Context: an optimization exercise on an open-source flow, tuned for a short achievable clock period and few clock cycles. The choices shown serve that exercise and are no tape-out recipe.
The RTL was checked by simulation tests, not by an equivalence proof against the original design.
No activity file was given, so power comes from the tool's default toggle rates.

==> flow/run.sh <==
#!/bin/bash
# synth_recipe.tcl (not shown) runs the flow's synth.tcl, then flattens the netlist and writes it again
# the make line also repeats each setting of config.mk as NAME=value (left out here)
make -C /OpenROAD-flow-scripts/flow DESIGN_CONFIG=/design/flow/config.mk WORK_HOME=/design/flow/orfs CLKGATE_MAP_FILE= SYNTH_SCRIPT=/design/flow/synth_recipe.tcl finish
==> flow/config.mk <==
export PLATFORM = sky130hd
export DESIGN_NAME = Reptile
export DESIGN_NICKNAME = Reptile
export VERILOG_FILES = /design/flow/design.v
export SDC_FILE = /design/flow/constraint.sdc
export NUM_CORES = 4
export LEC_CHECK = 0
export ABC_CLOCK_PERIOD_IN_PS = 3000
export CAP_MARGIN = 20
export CORE_MARGIN = 2
export CORE_UTILIZATION = 40
export SETUP_SLACK_MARGIN = 3.5
export SLEW_MARGIN = 20
export TNS_END_PERCENT = 5
==> flow/constraint.sdc <==
create_clock -name core_clock -period 7.0 [get_ports {clk}]
set_input_delay 1.4000 -clock core_clock [delete_from_list [all_inputs] [get_ports {clk}]]
set_output_delay 1.4000 -clock core_clock [all_outputs]
set_load 0.01 [all_outputs]
==> flow/design.v <==
module Reptile (
    input  [15:0] data_in,
    output [15:0] data_out,
    input         clk,
    input         rst,
    output        memwt,
    output [11:0] address,
    output [15:0] reg0
);
    localparam IW = 6;               
    localparam N  = 1 << IW;         
    localparam TW = 12 - IW;         
    localparam [11:0] PFWIN = N - 8;  
    localparam EW = 16 + 6 + 12;     
    localparam NFB = 6;              
    localparam NKB = 9;              
    reg [11:0] pc;                   
    reg [11:0] pp [1:8];             
    reg [11:0] pfn [0:8];            
    reg [11:0] pfp [0:5];            
    reg [11:0] pkn [0:8];            
    reg [2:0]  hv;                   
    reg [3:0]  adv;                  
    reg [EW-1:0] fb [0:NFB-1];       
    reg [NKB-1:0] kb;                
    reg        jq;                   
    reg        s_pf;                 
    reg [11:0] pf;                   
    reg        jzp;                  
    reg [11:0] jt;                   
    reg [11:0] addr_o;               
    reg [11:0] addr_n;               
    wire [11:0] addr_q = ~addr_n;
    reg [15:0] dout_q;               
    reg        e_alu, e_ld, e_st, e_ldim;
    reg        e_stn;                
    reg [2:0]  e_f, e_x, e_d;        
    reg [15:0] opx, opy;             
    reg        fwdx, fwdy;           
    reg        fbx, fby;             
    reg [15:0] lastw;                
    reg        e_dec;                
    reg        opy1, lastw1;         
    reg        b_alu, b_dec;
    reg [2:0]  b_f, b_x, b_d;
    reg [15:0] bopx, bopy;
    reg        bwx, bwy, bbx, bby;   
    reg        bopy1;
    reg [15:0] lastb;                
    reg        lastb1;
    reg        zeroflag;
    reg [15:0] regbank [7:0];
    reg [7:0]  r1f;                  
    reg            c_val [0:N-1];
    reg [TW-1:0]   c_tag [0:N-1];
    reg [15:0]     c_dat [0:N-1];
    reg [11:0]     c_tgt [0:N-1];    
    reg [5:0]      c_cls [0:N-1];    
    reg [N/8-1:0] fpa;               
    reg [7:0]     fpb;               
    reg [N/8-1:0] tpa;               
    reg [7:0]     tpb;
    reg        tq_v;
    reg [IW-1:0] tq_i;
    reg [11:0] tq_a, tq_off;
    wire [11:0] tq_tgt = tq_a + 12'd1 + tq_off;
    reg        su_v, su_m, su2_v, su2_vl;
    reg [11:0] su_a, su2_a, su3_a;
    reg [TW-1:0] su2_tag;
    function [15:0] alu;
        input [2:0] f, x;
        input [15:0] a, b;
        begin
            case (f)
                3'h0: alu = a + b;
                3'h1: alu = a - b;
                3'h2: alu = a & b;
                3'h3: alu = a | b;
                3'h4: alu = a ^ b;
                3'h7: case (x)
                          3'h0: alu = {15'b0, ~|b};
                          3'h1: alu = b;
                          3'h2: alu = b + 16'd1;
                          3'h3: alu = b - 16'd1;
                          default: alu = 16'h0000;
                      endcase
                default: alu = 16'h0000;
            endcase
        end
    endfunction
    function alu_z;
        input [2:0] f, x;
        input [15:0] a, b;
        begin
            case (f)
                3'h0: alu_z = &(~(a ^ b ^ {a[14:0] | b[14:0], 1'b0}));
                3'h1: alu_z = (a == b);
                3'h2: alu_z = ~|(a & b);
                3'h3: alu_z = ~|a & ~|b;
                3'h4: alu_z = (a == b);
                3'h7: case (x)
                          3'h0: alu_z = |b;
                          3'h1: alu_z = ~|b;
                          3'h2: alu_z = &b;
                          3'h3: alu_z = (b == 16'd1);
                          default: alu_z = 1'b1;
                      endcase
                default: alu_z = 1'b1;
            endcase
        end
    endfunction
    function sum_is;
        input [15:0] a, b, k;
        input c;
        reg [16:0] r;
        begin
            r = {1'b0, a ^ b ^ k};
            sum_is = (r[0] == c) &&
                     ((a & b | a & r[15:0] | b & r[15:0]) == r[16:1] ||
                      ((a & b | a & r[15:0] | b & r[15:0]) ^ r[16:1]) == 16'h8000);
        end
    endfunction
    function alu_1;
        input [2:0] f, x;
        input [15:0] a, b;
        begin
            case (f)
                3'h0: alu_1 = sum_is(a, b, 16'd1, 1'b0);
                3'h1: alu_1 = sum_is(a, ~b, 16'd1, 1'b1);
                3'h2: alu_1 = ((a & b) == 16'd1);
                3'h3: alu_1 = ((a | b) == 16'd1);
                3'h4: alu_1 = ((a ^ b) == 16'd1);
                3'h7: case (x)
                          3'h0: alu_1 = ~|b;
                          3'h1: alu_1 = (b == 16'd1);
                          3'h2: alu_1 = ~|b;
                          3'h3: alu_1 = (b == 16'd2);
                          default: alu_1 = 1'b0;
                      endcase
                default: alu_1 = 1'b0;
            endcase
        end
    endfunction
    reg         fox, foy, box, boy;   
    wire [15:0] rx = {16{fbx}} & lastb | {16{fwdx}} & lastw | {16{fox}} & opx;
    wire [15:0] ry = {16{fby}} & lastb | {16{fwdy}} & lastw | {16{foy}} & opy;
    wire [15:0] result = alu(e_f, e_x, rx, ry);
    wire        z_alu  = alu_z(e_f, e_x, rx, ry);
    wire [15:0] brx = {16{bbx}} & lastb | {16{bwx}} & lastw | {16{box}} & bopx;
    wire [15:0] bry = {16{bby}} & lastb | {16{bwy}} & lastw | {16{boy}} & bopy;
    wire [15:0] bresult = alu(b_f, b_x, brx, bry);
    wire        bz_alu  = alu_z(b_f, b_x, brx, bry);
    wire        a_is1   = e_alu ? alu_1(e_f, e_x, rx, ry) : (data_in == 16'd1);
    wire        b_is1   = alu_1(b_f, b_x, brx, bry);
    wire        e_wr   = e_alu | e_ldim | e_ld;
    wire [15:0] wdata  = e_alu ? result : data_in;
    wire        port_e = e_ld | ~e_stn | e_ldim;
    assign address  = addr_o;
    assign memwt    = e_st;
    assign data_out = dout_q;
    reg [15:0] r0n;                  
    assign reg0     = ~r0n;
    wire [11:0] pf_d   = pf - pc;
    reg         pf_ok;
    wire        pf_ahead = pf_d != 12'd0 && pf_d <= PFWIN;
    wire        demand = ~port_e & ~hv[0];
    wire        pfetch = s_pf & pf_ok;
    wire        fill   = (~port_e & ~s_pf) | pfetch | e_ldim;
    wire [11:0] fa     = addr_q;
    wire [IW-1:0] fi   = fa[IW-1:0];
    wire [3:0]  dop   = data_in[15:12];
    wire [5:0]  dcls  = {dop == 4'h5, dop == 4'h4, dop == 4'h1,
                         dop == 4'h2, dop == 4'h3, dop == 4'h7};
    wire [11:0] dtgt  = fa + 12'd1 + data_in[11:0];
    function known;
        input [11:0] a;
        reg [IW-1:0] ix;
        begin
            ix = a[IW-1:0];
            known = (fill && fa == a) ||
                    (c_val[ix] && c_tag[ix] == a[11:IW] && !(fill && fi == ix));
        end
    endfunction
    function adj;
        input [11:0] a;
        input        kn;
        begin
            adj = (fill && fa == a) || (kn && !(fill && fi == a[IW-1:0]));
        end
    endfunction
    function [15:0] entry_w;
        input [11:0] a;
        begin
            if (fill && fa == a)
                entry_w = data_in;
            else
                entry_w = c_dat[a[IW-1:0]];
        end
    endfunction
    function [17:0] entry_ct;
        input [11:0] a;
        reg [IW-1:0] ix;
        begin
            ix = a[IW-1:0];
            if (fill && fa == a)
                entry_ct = {dcls, dtgt};
            else
                entry_ct = {c_cls[ix], (tq_v && tq_i == ix) ? tq_tgt : c_tgt[ix]};
        end
    endfunction
    function [EW-1:0] entry;
        input [11:0] a;
        reg [IW-1:0] ix;
        begin
            ix = a[IW-1:0];
            if (fill && fa == a)
                entry = {data_in, dcls, dtgt};
            else
                entry = {c_dat[ix], c_cls[ix], (tq_v && tq_i == ix) ? tq_tgt : c_tgt[ix]};
        end
    endfunction
    wire [EW-1:0] fe0 = {EW{adv[0]}} & fb[0] | {EW{adv[1]}} & fb[1] |
                        {EW{adv[2]}} & fb[2] | {EW{adv[3]}} & fb[3];
    wire [EW-1:0] fe1 = {EW{adv[0]}} & fb[1] | {EW{adv[1]}} & fb[2] |
                        {EW{adv[2]}} & fb[3] | {EW{adv[3]}} & fb[4];
    wire [EW-1:0] fe2 = {EW{adv[0]}} & fb[2] | {EW{adv[1]}} & fb[3] |
                        {EW{adv[2]}} & fb[4] | {EW{adv[3]}} & fb[5];
    wire [5:0]    kbs = {6{adv[0]}} & kb[5:0] | {6{adv[1]}} & kb[6:1] |
                        {6{adv[2]}} & kb[7:2] | {6{adv[3]}} & kb[8:3];
    wire [15:0] w1 = fe1[33:18], w2 = fe2[33:18];
    wire [5:0]  c1 = fe1[17:12], c2 = fe2[17:12];
    wire [11:0] pc1 = pp[1];
    wire [11:0] pc2 = pp[2];
    wire [11:0] pc3 = pp[3];
    wire        mispred = jzp & zeroflag;
    wire [5:0]  c0   = hv[0] ? fe0[17:12] : dcls;
    wire [15:0] w0   = hv[0] ? fe0[33:18] : data_in;
    wire [11:0] t0   = hv[0] ? fe0[11:0]  : pc1 + data_in[11:0];
    wire        i0_ldi = c0[3];
    wire        fldi = hv[0] & fe0[15] & hv[1];         
    wire        ldim = i0_ldi & ~fldi;                  
    wire [2:0]  d0   = fe0[20:18];                      
    wire [15:0] imm0 = w1;
    wire        pair = fldi & hv[2] & ~c2[3];
    wire [5:0]  cw = pair ? c2 : fldi ? 6'd0 : c0;
    wire [15:0] ww = pair ? w2 : w0;
    wire [11:0] tw = pair ? fe2[11:0] : t0;
    wire        w_jz  = cw[4];
    wire        e_any = e_alu | b_alu;
    wire        l_dec = b_alu ? b_dec : e_dec;
    wire        z_dec = b_alu ? (bby ? lastb1 : bwy ? lastw1 : bopy1)
                              : (fby ? lastb1 : fwdy ? lastw1 : opy1);
    wire        z_now = e_any ? z_dec : zeroflag;
    wire        w_br  = cw[5] | (w_jz & z_now & (~e_any | l_dec));
    wire        w_pred = w_jz & e_any & ~l_dec;
    wire        w_mem = cw[2] | cw[1];
    function [15:0] opnd;
        input [2:0] r;
        begin
            if (pair && d0 == r)
                opnd = imm0;
            else if (b_alu && b_d == r)
                opnd = bresult;
            else if (e_wr && e_d == r)
                opnd = wdata;
            else
                opnd = regbank[r];
        end
    endfunction
    wire [2:0] wx = ww[8:6], wy = ww[5:3];
    wire       px = pair & (d0 == wx), py = pair & (d0 == wy);
    wire        f_go  = (hv[0] | ~port_e) & ~mispred;
    wire        dual = hv[0] & hv[1] & fe0[12] & c1[0] &
                       (w1[8:6] != fe0[20:18]) & (w1[5:3] != fe0[20:18]);
    wire [2:0]  bx = w1[8:6], by = w1[5:3];
    wire [2:0]  dy   = fe0[23:21];
    wire        dfold = hv[0] & hv[1] & fe0[12] & (fe0[29:24] == 6'o73) & c1[4] &
                        ~(e_wr & (e_d == dy)) & ~(b_alu & (b_d == dy));
    wire        d_tk = dfold & r1f[dy];                     
    wire        d_jm = dfold & ~r1f[dy] & hv[2] & c2[5];    
    wire        d_nt = dfold & ~r1f[dy] & ~(hv[2] & c2[5]);
    wire        f_fall = ~w_br & ~i0_ldi & ~dual;
    wire        fold_j = hv[1] & f_fall & c1[5];
    wire        fold_n = hv[1] & f_fall & (c1 == 6'd0);
    reg [11:0] n_pc;
    reg [1:0]  n_a;        
    reg        n_jmp;
    always @* begin
        n_jmp = 1'b0;
        n_a = 2'd0;
        if (mispred) begin
            n_pc = jt; n_jmp = 1'b1;
        end else if (!f_go) begin
            n_pc = pc;
        end else if (w_br) begin
            n_pc = tw; n_jmp = 1'b1;
        end else if (d_tk) begin
            n_pc = fe1[11:0]; n_jmp = 1'b1;
        end else if (d_jm) begin
            n_pc = fe2[11:0]; n_jmp = 1'b1;
        end else if (fold_j) begin
            n_pc = fe1[11:0]; n_jmp = 1'b1;
        end else if (pair) begin
            n_pc = pc3; n_a = 2'd3;
        end else if (i0_ldi | fold_n | dual | d_nt) begin
            n_pc = pc2; n_a = 2'd2;
        end else begin
            n_pc = pc1; n_a = 2'd1;
        end
    end
    reg [11:0] n_pp [1:8];
    integer m;
    always @* begin
        for (m = 1; m <= 8; m = m + 1) begin
            if (mispred)      n_pp[m] = jt + m;
            else if (!f_go)   n_pp[m] = pp[m];
            else if (w_br)    n_pp[m] = tw + m;
            else if (d_tk)    n_pp[m] = fe1[11:0] + m;
            else if (d_jm)    n_pp[m] = fe2[11:0] + m;
            else if (fold_j)  n_pp[m] = fe1[11:0] + m;
            else if (n_a == 2'd3) n_pp[m] = (m + 3 <= 8) ? pp[(m + 3 <= 8) ? m + 3 : 8] : pp[8] + (m - 5);
            else if (n_a == 2'd2) n_pp[m] = (m + 2 <= 8) ? pp[(m + 2 <= 8) ? m + 2 : 8] : pp[8] + (m - 6);
            else              n_pp[m] = (m + 1 <= 8) ? pp[(m + 1 <= 8) ? m + 1 : 8] : pp[8] + 12'd1;
        end
    end
    wire [11:0] pc4 = pp[4];
    wire [11:0] pc5 = pp[5];
    wire [5:1] kf = {adj(pc5, kbs[5]), adj(pc4, kbs[4]), adj(pc3, kbs[3]),
                     adj(pc2, kbs[2]), adj(pc1, kbs[1])};
    wire [5:1] kd = {known(~pkn[5]), known(~pkn[4]), known(~pkn[3]), known(~pkn[2]), known(~pkn[1])};
    wire [5:1] ks = jq ? kd : kf;
    reg [2:0] n_hv, n_hvf;
    always @* begin
        if (n_jmp) begin
            n_hv = 3'b000; n_hvf = 3'b000;
        end else case (n_a)
            2'd0: begin n_hv = {ks[2], ks[1], hv[0]}; n_hvf = {kf[2], kf[1], hv[0] & ~jq}; end
            2'd1: begin n_hv = ks[3:1]; n_hvf = kf[3:1]; end
            2'd2: begin n_hv = ks[4:2]; n_hvf = kf[4:2]; end
            default: begin n_hv = ks[5:3]; n_hvf = kf[5:3]; end
        endcase
        if (jq) n_hvf = 3'b000;
    end
    wire        n_ldim = f_go & ldim;
    wire        n_mem  = f_go & w_mem;
    wire [15:0] ra_v   = opnd(wy);
    wire [15:0] rs_v   = opnd(wx);
    wire [11:0] n_pf   = (demand && !pf_ahead) ? pc1 : pfetch ? pf + 12'd1 : pf;
    wire        n_spf  = ~n_mem & ~n_ldim & n_hvf[0];
    wire [11:0] n_addr = n_mem ? ra_v[11:0] : n_ldim ? pc1 : n_hvf[0] ? n_pf : n_pc;
    always @(posedge clk) begin
        if (e_wr) begin
            lastw  <= wdata;
            lastw1 <= a_is1;
        end
        if (b_alu) begin
            lastb  <= bresult;
            lastb1 <= b_is1;
        end
        if (e_wr) begin
            regbank[e_d] <= wdata;
            r1f[e_d] <= a_is1;
        end
        if (b_alu) begin
            regbank[b_d] <= bresult;
            r1f[b_d] <= b_is1;
        end
        if (e_wr && e_d == 3'd0) r0n <= ~wdata;
        if (b_alu && b_d == 3'd0) r0n <= ~bresult;
        if (fldi && !mispred && d0 == 3'd0) r0n <= ~imm0;
        if (fldi && !mispred) begin
            regbank[d0] <= imm0;
            r1f[d0] <= (imm0 == 16'd1);
        end
    end
    integer k;
    always @(posedge clk) begin
        for (k = 0; k < N; k = k + 1) begin
            if (rst)
                c_val[k] <= 1'b0;
            else if (fill & fpa[k / 8] & fpb[k % 8])
                c_val[k] <= 1'b1;
            else if (su_m && su3_a[IW-1:0] == k)
                c_val[k] <= 1'b0;
        end
    end
    always @(posedge clk) begin
        for (k = 0; k < N; k = k + 1) begin
            if (fill & fpa[k / 8] & fpb[k % 8]) begin
                c_tag[k] <= fa[11:IW];
                c_dat[k] <= data_in;
                c_cls[k] <= dcls;
            end
            if (tq_v & tpa[k / 8] & tpb[k % 8])
                c_tgt[k] <= tq_tgt;
        end
        fpa <= rst ? 1 : 1 << n_addr[IW-1:3];
        fpb <= rst ? 1 : 1 << n_addr[2:0];
        tpa <= fpa;
        tpb <= fpb;
        tq_v   <= fill;
        tq_i   <= fi;
        tq_a   <= fa;
        tq_off <= data_in[11:0];
    end
    always @(posedge clk) begin
        su_v  <= ~e_stn & ~rst;
        su_a  <= addr_q;
        su2_v  <= su_v & ~rst;
        su2_vl <= c_val[su_a[IW-1:0]];
        su2_tag <= c_tag[su_a[IW-1:0]];
        su2_a  <= su_a;
        su_m   <= su2_v & ~rst & su2_vl & (su2_tag == su2_a[11:IW]);
        su3_a  <= su2_a;
    end
    integer j;
    always @(posedge clk) begin
        for (j = 0; j < NFB; j = j + 1)
            fb[j] <= {entry_w(~pfn[j]), entry_ct(pfp[j])};
        adv <= n_jmp ? 4'b0001 : 4'b0001 << n_a;
        for (j = 0; j < NKB; j = j + 1) kb[j] <= known(~pkn[j]);
        for (j = 1; j <= 8; j = j + 1) pp[j] <= rst ? j : n_pp[j];
        for (j = 0; j <= 8; j = j + 1) begin
            pfn[j] <= ~(rst ? j : j == 0 ? n_pc : n_pp[j == 0 ? 1 : j]);
            if (j <= 5) pfp[j] <= j == 0 ? n_pc : n_pp[j == 0 ? 1 : j];
            pkn[j] <= ~(rst ? j : j == 0 ? n_pc : n_pp[j == 0 ? 1 : j]);
        end
        begin
            e_f   <= ww[11:9];
            e_x   <= ww[8:6];
            e_d   <= ww[2:0];
            opx   <= px ? imm0 : regbank[wx];
            opy   <= py ? imm0 : regbank[wy];
            opy1  <= (py ? imm0 : regbank[wy]) == 16'd1;
            fbx   <= b_alu & (b_d == wx) & ~px;
            fby   <= b_alu & (b_d == wy) & ~py;
            fwdx  <= e_wr & (e_d == wx) & ~px & ~(b_alu & (b_d == wx));
            fwdy  <= e_wr & (e_d == wy) & ~py & ~(b_alu & (b_d == wy));
            fox   <= ~(e_wr & (e_d == wx) & ~px) & ~(b_alu & (b_d == wx) & ~px);
            foy   <= ~(e_wr & (e_d == wy) & ~py) & ~(b_alu & (b_d == wy) & ~py);
            b_f   <= w1[11:9];
            b_x   <= w1[8:6];
            b_d   <= w1[2:0];
            bopx  <= regbank[bx];
            bopy  <= regbank[by];
            bopy1 <= regbank[by] == 16'd1;
            bwx   <= e_wr & (e_d == bx) & ~(b_alu & (b_d == bx));
            bwy   <= e_wr & (e_d == by) & ~(b_alu & (b_d == by));
            bbx   <= b_alu & (b_d == bx);
            bby   <= b_alu & (b_d == by);
            box   <= ~(e_wr & (e_d == bx)) & ~(b_alu & (b_d == bx));
            boy   <= ~(e_wr & (e_d == by)) & ~(b_alu & (b_d == by));
            dout_q <= rs_v;
            jt <= tw;
        end
    end
    always @(posedge clk) begin
        if (rst) begin
            pc <= 12'd0;
            pf <= 12'd0;
            pf_ok <= 1'b0;
            addr_o <= 12'd0;
            addr_n <= 12'hFFF;
            e_stn <= 1'b1;
            hv <= 3'b000;
            jq <= 1'b1;
            s_pf <= 1'b0;
            jzp <= 1'b0;
            zeroflag <= 1'b0;
            e_alu <= 1'b0; e_ld <= 1'b0; e_st <= 1'b0; e_ldim <= 1'b0;
            e_dec <= 1'b0;
            b_alu <= 1'b0; b_dec <= 1'b0;
        end else begin
            if (b_alu) zeroflag <= bz_alu;
            else if (e_alu) zeroflag <= z_alu;
            pf <= n_pf;
            pf_ok <= pf_d < PFWIN - 12'd2;
            addr_o <= n_addr;
            addr_n <= ~n_addr;
            e_stn  <= ~(f_go & cw[1]);
            pc <= n_pc;
            hv <= n_hv;
            jq <= n_jmp;
            s_pf <= n_spf;
            jzp    <= f_go & w_pred;
            e_alu  <= f_go & cw[0];
            e_dec  <= f_go & cw[0] & (ww[11:6] == 6'o73);
            b_alu  <= f_go & dual;
            b_dec  <= f_go & dual & (w1[11:6] == 6'o73);
            e_st   <= f_go & cw[1];
            e_ld   <= f_go & cw[2];
            e_ldim <= n_ldim;
        end
    end
endmodule
==> results of run 1 <==
[how the worst min path moves through the flow]
stage / startpoint / end / slack [ps] / cells after the start
floorplan: su2_a[0]$_DFF_P_ / su3_a[0]$_DFF_P_ / 310 / 0
global placement: su2_a[2]$_DFF_P_ / su3_a[2]$_DFF_P_ / 310 / 0
detailed placement: su2_a[3]$_DFF_P_ / su3_a[3]$_DFF_P_ / 320 / 0
CTS: su2_a[2]$_DFF_P_ / su3_a[2]$_DFF_P_ / 320 / 0
[power by group through the flow]
stage	Sequential [mW]	Combinational, mW	Clock, mW
floorplan	29.0	31.5	0
global placement	33.2	68.6	0
detailed placement	33.1	68.8	0
CTS	32.7	73.4	23.2
[logic make-up after synthesis]
| kind of cell | count (synthesis) | share of synthesized area (%) |
|---|---|---|
| and+or+nand+nor | 8379 | 17.4 |
| adders and majority gates | 247 | 1.29 |
| DFF | 3567 | 40.5 |
| muxes | 295 | 1.56 |
| AOI/OAI and AO/OA | 10400 | 31.9 |
| buffers and inverters | 2946 | 4.64 |
| xor gates and xnor gates | 770 | 2.76 |
[repair_timing]
action                     4_1_cts
pin swaps                      304
hold endpoints to repair         0
setup buffers                  489
gates cloned                    15
setup endpoints to repair     2304
resized for setup              908
[through the flow]
| stage | hold WS (ps) | area (um2) | std cells |
|---|---|---|---|
| CTS | 322 | 296000 | 36100 |
| detailed placement | 316 | 273000 | 34900 |
| global placement | 311 | 273000 | 34800 |
| floorplan | 310 | 244000 | 26600 |
[routing by layer]
metal  overflow  global-route usage, %
met1       8458                    101
met2      25800                    118
met3       6494                   98.6
met4       8422                    107
met5        751                   89.7
[synth_stat cells, drive strengths merged (113+ instances only)]
cell / number / area share, %
nand2: 1769 / 2.7
o21ai: 635 / 1.3
dfxtp: 829 / 6.8
nor4: 431 / 1.1
buf: 556 / 0.96
o22ai: 113 / 0.29
mux2i: 206 / 0.85
and3: 238 / 0.61
a31oi: 118 / 0.31
o211ai: 157 / 0.49
xor2: 284 / 1.0
a21oi: 742 / 1.5
nand4: 1539 / 4.0
a22oi: 6226 / 19
edfxtp: 2738 / 34
clkbuf: 1994 / 3.1
inv: 385 / 0.59
nor3: 669 / 1.4
a222oi: 118 / 0.48
a221oi: 792 / 2.9
xnor2: 486 / 1.7
a22o: 842 / 3.0
nor2: 1591 / 2.5
nand3: 1411 / 2.9
ha: 239 / 1.2
==> results.txt, run 1 <==
* Status: stopped before the end
* Stopped at: 5_1_grt
* Err: [ERROR GRT-0116] Global routing finished with congestion. Check the congestion regions in the DRC Viewer.
* FFs w/ async S/R, synth at 0%
* DP HPWL at 2100000 um
* Die Height at 785 um
* Number of global-route vias before repair at 383000
* Yosys reg bits at 3567
* Routability cong. at 1.52
* Initial core utilization at 40.2%
* Post-synth EDFFs at 2738
* Post-Syn Area per Cell at 9.16 um2
* Cts bufs inserted at 397
* Synth warnings at 12
* Total grt overflow at 50000
* Clock sinks at 3567
* Largest net degree at the start of global routing at 112
* CTS hold repair buffers at 0
* IO Pins at 63
* Mapped Area at 244000 um2
* Post-synthesis cell type count at 126
* First-pass GRT wire length at 4440000 um
* Clock H-tree levels at 5
* Clock root buffer: clkbuf_16
* Cells after Synth at 26600
* Sequential fraction of the synthesis area at 40.5%
* Syn nets at 26900
* Dpl ws at 477 ps
* Longest Clk Path Bufs at 4
* All-Layer GR Usage at 106%
* DIE WIDTH at 785 um
* Rows at 286
* Ys flop type: edfxtp_1
* Port-buffer cells at 62
Testbench counts, summed over its fixed seeds: cycles 107,787.
==> run 2, diff against run 1 <==
--- a/flow/design.v
+++ b/flow/design.v
@@ -34,7 +34,8 @@
     reg [15:0] dout_q;               
     reg        e_alu, e_ld, e_st, e_ldim;
     reg        e_stn;                
-    reg [2:0]  e_f, e_x, e_d;        
+    reg [8:0]  e_op;                 
+    reg [2:0]  e_d;                  
     reg [15:0] opx, opy;             
     reg        fwdx, fwdy;           
     reg        fbx, fby;             
@@ -42,7 +43,8 @@
     reg        e_dec;                
     reg        opy1, lastw1;         
     reg        b_alu, b_dec;
-    reg [2:0]  b_f, b_x, b_d;
+    reg [8:0]  b_op;
+    reg [2:0]  b_d;
     reg [15:0] bopx, bopy;
     reg        bwx, bwy, bbx, bby;   
     reg        bopy1;
@@ -56,10 +58,6 @@
     reg [15:0]     c_dat [0:N-1];
     reg [11:0]     c_tgt [0:N-1];    
     reg [5:0]      c_cls [0:N-1];    
-    reg [N/8-1:0] fpa;               
-    reg [7:0]     fpb;               
-    reg [N/8-1:0] tpa;               
-    reg [7:0]     tpb;
     reg        tq_v;
     reg [IW-1:0] tq_i;
     reg [11:0] tq_a, tq_off;
@@ -67,46 +65,48 @@
     reg        su_v, su_m, su2_v, su2_vl;
     reg [11:0] su_a, su2_a, su3_a;
     reg [TW-1:0] su2_tag;
-    function [15:0] alu;
+    function [8:0] alu_op;
         input [2:0] f, x;
-        input [15:0] a, b;
         begin
             case (f)
-                3'h0: alu = a + b;
-                3'h1: alu = a - b;
-                3'h2: alu = a & b;
-                3'h3: alu = a | b;
-                3'h4: alu = a ^ b;
-                3'h7: case (x)
-                          3'h0: alu = {15'b0, ~|b};
-                          3'h1: alu = b;
-                          3'h2: alu = b + 16'd1;
-                          3'h3: alu = b - 16'd1;
-                          default: alu = 16'h0000;
-                      endcase
-                default: alu = 16'h0000;
+                3'h0: alu_op = 9'h001;
+                3'h1: alu_op = 9'h002;
+                3'h2: alu_op = 9'h004;
+                3'h3: alu_op = 9'h008;
+                3'h4: alu_op = 9'h010;
+                3'h7: alu_op = (x[2] == 1'b0) ? (9'h020 << x[1:0]) : 9'h000;
+                default: alu_op = 9'h000;
             endcase
         end
     endfunction
+    function [15:0] alu;
+        input [8:0] o;
+        input [15:0] a, b;
+        begin
+            alu = {16{o[0]}} & (a + b) |
+                  {16{o[1]}} & (a - b) |
+                  {16{o[2]}} & (a & b) |
+                  {16{o[3]}} & (a | b) |
+                  {16{o[4]}} & (a ^ b) |
+                  {16{o[5]}} & {15'b0, ~|b} |
+                  {16{o[6]}} & b |
+                  {16{o[7]}} & (b + 16'd1) |
+                  {16{o[8]}} & (b - 16'd1);
+        end
+    endfunction
     function alu_z;
-        input [2:0] f, x;
+        input [8:0] o;
         input [15:0] a, b;
         begin
-            case (f)
-                3'h0: alu_z = &(~(a ^ b ^ {a[14:0] | b[14:0], 1'b0}));
-                3'h1: alu_z = (a == b);
-                3'h2: alu_z = ~|(a & b);
-                3'h3: alu_z = ~|a & ~|b;
-                3'h4: alu_z = (a == b);
-                3'h7: case (x)
-                          3'h0: alu_z = |b;
-                          3'h1: alu_z = ~|b;
-                          3'h2: alu_z = &b;
-                          3'h3: alu_z = (b == 16'd1);
-                          default: alu_z = 1'b1;
-                      endcase
-                default: alu_z = 1'b1;
-            endcase
+            alu_z = o[0] & (&(~(a ^ b ^ {a[14:0] | b[14:0], 1'b0}))) |
+                    (o[1] | o[4]) & (a == b) |
+                    o[2] & ~|(a & b) |
+                    o[3] & ~|a & ~|b |
+                    o[5] & |b |
+                    o[6] & ~|b |
+                    o[7] & &b |
+                    o[8] & (b == 16'd1) |
+                    ~|o;
         end
     endfunction
     function sum_is;
@@ -116,42 +116,34 @@
         begin
             r = {1'b0, a ^ b ^ k};
             sum_is = (r[0] == c) &&
-                     ((a & b | a & r[15:0] | b & r[15:0]) == r[16:1] ||
-                      ((a & b | a & r[15:0] | b & r[15:0]) ^ r[16:1]) == 16'h8000);
+                     (((a & b | a & r[15:0] | b & r[15:0]) ^ r[16:1]) & 16'h7FFF) == 16'd0;
         end
     endfunction
     function alu_1;
-        input [2:0] f, x;
+        input [8:0] o;
         input [15:0] a, b;
         begin
-            case (f)
-                3'h0: alu_1 = sum_is(a, b, 16'd1, 1'b0);
-                3'h1: alu_1 = sum_is(a, ~b, 16'd1, 1'b1);
-                3'h2: alu_1 = ((a & b) == 16'd1);
-                3'h3: alu_1 = ((a | b) == 16'd1);
-                3'h4: alu_1 = ((a ^ b) == 16'd1);
-                3'h7: case (x)
-                          3'h0: alu_1 = ~|b;
-                          3'h1: alu_1 = (b == 16'd1);
-                          3'h2: alu_1 = ~|b;
-                          3'h3: alu_1 = (b == 16'd2);
-                          default: alu_1 = 1'b0;
-                      endcase
-                default: alu_1 = 1'b0;
-            endcase
+            alu_1 = o[0] & sum_is(a, b, 16'd1, 1'b0) |
+                    o[1] & sum_is(a, ~b, 16'd1, 1'b1) |
+                    o[2] & ((a & b) == 16'd1) |
+                    o[3] & ((a | b) == 16'd1) |
+                    o[4] & ((a ^ b) == 16'd1) |
+                    (o[5] | o[7]) & ~|b |
+                    o[6] & (b == 16'd1) |
+                    o[8] & (b == 16'd2);
         end
     endfunction
     reg         fox, foy, box, boy;   
     wire [15:0] rx = {16{fbx}} & lastb | {16{fwdx}} & lastw | {16{fox}} & opx;
     wire [15:0] ry = {16{fby}} & lastb | {16{fwdy}} & lastw | {16{foy}} & opy;
-    wire [15:0] result = alu(e_f, e_x, rx, ry);
-    wire        z_alu  = alu_z(e_f, e_x, rx, ry);
+    wire [15:0] result = alu(e_op, rx, ry);
+    wire        z_alu  = alu_z(e_op, rx, ry);
     wire [15:0] brx = {16{bbx}} & lastb | {16{bwx}} & lastw | {16{box}} & bopx;
     wire [15:0] bry = {16{bby}} & lastb | {16{bwy}} & lastw | {16{boy}} & bopy;
-    wire [15:0] bresult = alu(b_f, b_x, brx, bry);
-    wire        bz_alu  = alu_z(b_f, b_x, brx, bry);
-    wire        a_is1   = e_alu ? alu_1(e_f, e_x, rx, ry) : (data_in == 16'd1);
-    wire        b_is1   = alu_1(b_f, b_x, brx, bry);
+    wire [15:0] bresult = alu(b_op, brx, bry);
+    wire        bz_alu  = alu_z(b_op, brx, bry);
+    wire        a_is1   = e_alu ? alu_1(e_op, rx, ry) : (data_in == 16'd1);
+    wire        b_is1   = alu_1(b_op, brx, bry);
     wire        e_wr   = e_alu | e_ldim | e_ld;
     wire [15:0] wdata  = e_alu ? result : data_in;
     wire        port_e = e_ld | ~e_stn | e_ldim;
@@ -375,29 +367,22 @@
     end
     integer k;
     always @(posedge clk) begin
-        for (k = 0; k < N; k = k + 1) begin
-            if (rst)
-                c_val[k] <= 1'b0;
-            else if (fill & fpa[k / 8] & fpb[k % 8])
-                c_val[k] <= 1'b1;
-            else if (su_m && su3_a[IW-1:0] == k)
-                c_val[k] <= 1'b0;
+        if (rst) begin
+            for (k = 0; k < N; k = k + 1) c_val[k] <= 1'b0;
+        end else if (fill) begin
+            c_val[fi] <= 1'b1;
+        end else if (su_m) begin
+            c_val[su3_a[IW-1:0]] <= 1'b0;
         end
     end
     always @(posedge clk) begin
-        for (k = 0; k < N; k = k + 1) begin
-            if (fill & fpa[k / 8] & fpb[k % 8]) begin
-                c_tag[k] <= fa[11:IW];
-                c_dat[k] <= data_in;
-                c_cls[k] <= dcls;
-            end
-            if (tq_v & tpa[k / 8] & tpb[k % 8])
-                c_tgt[k] <= tq_tgt;
-        end
-        fpa <= rst ? 1 : 1 << n_addr[IW-1:3];
-        fpb <= rst ? 1 : 1 << n_addr[2:0];
-        tpa <= fpa;
-        tpb <= fpb;
+        if (fill) begin
+            c_tag[fi] <= fa[11:IW];
+            c_dat[fi] <= data_in;
+            c_cls[fi] <= dcls;
+        end
+        if (tq_v)
+            c_tgt[tq_i] <= tq_tgt;
         tq_v   <= fill;
         tq_i   <= fi;
         tq_a   <= fa;
@@ -426,8 +411,7 @@
             pkn[j] <= ~(rst ? j : j == 0 ? n_pc : n_pp[j == 0 ? 1 : j]);
         end
         begin
-            e_f   <= ww[11:9];
-            e_x   <= ww[8:6];
+            e_op  <= alu_op(ww[11:9], ww[8:6]);
             e_d   <= ww[2:0];
             opx   <= px ? imm0 : regbank[wx];
             opy   <= py ? imm0 : regbank[wy];
@@ -438,8 +422,7 @@
             fwdy  <= e_wr & (e_d == wy) & ~py & ~(b_alu & (b_d == wy));
             fox   <= ~(e_wr & (e_d == wx) & ~px) & ~(b_alu & (b_d == wx) & ~px);
             foy   <= ~(e_wr & (e_d == wy) & ~py) & ~(b_alu & (b_d == wy) & ~py);
-            b_f   <= w1[11:9];
-            b_x   <= w1[8:6];
+            b_op  <= alu_op(w1[11:9], w1[8:6]);
             b_d   <= w1[2:0];
             bopx  <= regbank[bx];
             bopy  <= regbank[by];
==> results.txt, run 2 <==
* Number of global-route vias before repair at 209000
* Hold Crit Class: register to register
* Post-synth EDFFs at 2802
* Worst Path Arrival at 5520 ps
* Final Hold Vio Count at 0
* Post-Syn Area per Cell at 14.9 um2
* Port-buffer cells at 62
* Largest register FFs at 1024
* Initial core utilization at 40.1%
* Most common cell in the netlist: mux4_2
* VDD IR max at 0.668 mV
* Nets at 18900
* Area after DPL at 287000 um2
* Dpl cells at 26400
* Slew @ Worst Pin at 1340 ps
* Cells after Synth at 18300
* Hold slack at 330 ps
* WP buf/inv at 2
* Residual DRC count at 0
* Most frequent CP cell: buf_4
* Max stage delay cell, worst path: nor2_4
* Core Region at 679000 um2
* Setup Crit Path Kind: register to register
* Top Family by Delay on Critical Path: simple AND/OR/NAND/NOR gates
* Post-layout min period at 4830 ps
* Antenna violations before repair at 131
* Post-synth top area cell: mux4_2
* IO Pins at 63
* Mapped Area at 272000 um2
* Cts bufs inserted at 408
* Via count at 229000
* CTS hold repair buffers at 0
* Final total power at 175 mW
* Die area at 687000 um2
* Static leakage at 103 nW
* Rows at 303
* Fill cell count at 57900
* Via density at 8.15
* Clock Skews at 168 ps
* DIE WIDTH at 829 um
* Synth warnings at 7
* CP endpoint kind: register
* Pins over their slew limit at 0
* Largest net degree at the start of global routing at 112
* Clock latency (worst-skew pair) at 1200 ps
* Final ANT Viol Nets at 0
* Final core utilization at 46.9%
* DRT Pass-1 Iters at 14
* First-pass GRT wire length at 1900000 um
* Clock sinks at 3541
* Final setup violation count at 0
* Area delta synth->final at 17.0%
* WL final at 1440000 um
* Largest Register: c_dat
* FFs w/ async S/R, synth at 0%
* Routability cong. at 1.08
* Most frequent cells in the layout: mux4_2, edfxtp_1, buf_4
* Share of the synthesized area in the top cell type at 42.6%
* Biggest registers after layout: c_dat x1024, c_tgt x768
* Sequential fraction of the synthesis area at 36.3%
* Clock H-tree levels at 5
* Finished Layout Cells at 28200
* Maximum Capacitance Violations at 0
* Power per cell area at 548 nW/um2
* Total grt overflow at 0
* Number of DRC markers in iteration 0 at 46500
* WL per Instance at 51.3 um
* Main area contributors after synthesis: mux4_2, edfxtp_1, dfxtp_1
* Tcrit/Tclk final at 69.0%
* Ys flop type: edfxtp_1
* Longest Clk Path Bufs at 4
* Most common library cells after synthesis: mux4_2, edfxtp_1, clkbuf_1, nand2_1, dfxtp_1
* Most common cell after layout, fill and taps aside: mux4_2
* Dpl ws at 373 ps
* DP HPWL at 885000 um
* CP Launch Type: register
* Worst-path clk slew at 60 ps
* Share of cells above drive strength 1 at 46.9%
* RSZ-0062 raised after global routing: true
* Syn nets at 18500
* Yosys reg bits at 3541
* Final WS setup at 2170 ps
* Die Height at 829 um
* Clock root buffer: clkbuf_16
* CTS tree: yes
* Cells along the critical path: buf_4, nor2_1, nand2_1, nor2_4, buf_4
* Worst path required time at 7690 ps
* Slowest stage delay, CP at 1160 ps
* Total negative setup slack at 0 ps
* Post-route cell area at 319000 um2
* All-Layer GR Usage at 40.3%
* Peak Freq at 207 MHz
* Post-synthesis cell type count at 115
* Worst-path maximum fanout at 12
* Slew HR at 10.8%
* Status: finished clean
[run 2: final timing paths]
check | from | to | slack [ps] | cells past startpoint
setup / recovery | addr_n[4]$_SDFF_PP1_ | c_dat[56][13]$_DFFE_PP_ | 2170 | 5
hold / removal | su2_a[2]$_DFF_P_ | su3_a[2]$_DFF_P_ | 330 | 0
setup reg to reg | addr_n[4]$_SDFF_PP1_ | c_dat[56][13]$_DFFE_PP_ | 2170 | 5
hold reg to reg | su2_a[2]$_DFF_P_ | su3_a[2]$_DFF_P_ | 330 | 0
[run 2: logic make-up after synthesis]
group                      synth area share [%]
AOI/OAI and AO/OA                          6.88
xor gates and xnor gates                   2.74
adders and majority gates                  1.15
buffers and inverters                      3.21
DFF                                        36.3
muxes                                      44.4
and+or+nand+nor                            5.29
[run 2: routing by layer]
layer | GRT usage [%] | share of wire [%] | wire (um)
met5 | 2.56 | 0.27 | 3830
met1 | 47.2 | 31 | 448000
met2 | 53.4 | 39 | 570000
met4 | 31.5 | 11 | 152000
met3 | 23.3 | 19 | 271000
[run 2: timing repair]
item,4_1_cts,5_1_grt
resized for setup,1177,467
setup endpoints to repair,3066,2903
pin swaps,348,128
setup buffers,532,226
cloned,48,40
[run 2: area by class of cell]
type,instances,area (um2),area share [%]
multi-input cells,12500,171000,53.7
clock buffers,522,11300,3.56
inverters,296,1270,0.400
well taps,8997,11300,3.53
diodes,156,390,0.123
clock inverters,231,2550,0.800
repair buffers,1898,21500,6.74
flip-flops and latches,3541,99300,31.2
repair inverters,1,16.3,0.00511
[run 2: where the power goes]
| part | internal (mW) | switching, mW | total, mW |
|---|---|---|---|
| registers | 27.3 | 6.91 | 34.2 |
| logic | 49.4 | 67.9 | 117 |
| clock network | 12.9 | 10.1 | 23.1 |
| total | 89.6 | 85.0 | 175 |
Testbench counts of run 2, summed over its fixed seeds: cycles 107,787.

-- port drivers added, routing unchanged --
In the flow no input, the clock included, has a driving cell. The finished layout below was timed again as built, in two steps.
Step 1: set_driving_cell puts a clkbuf_16 on clk and a buf_2 on each other input, an assumption about the parent block.
Step 2 also shifts input and output timing later by t, the mid clock arrival at the registers, as if the neighbouring blocks saw the same clock.
Three values: ideal ports, drivers, drivers and shift; two values: the first two.
run: run 2
t (ns): 1.275
setup WS [ns]: 2.167 / 2.167 / 1.517
worst slew at a driven data input, ns: 0.20
After both steps run 2 still meets setup and hold. For run 2, drivers alone change the setup slack by 0.000 ns; drivers and shift together by -0.650 ns.
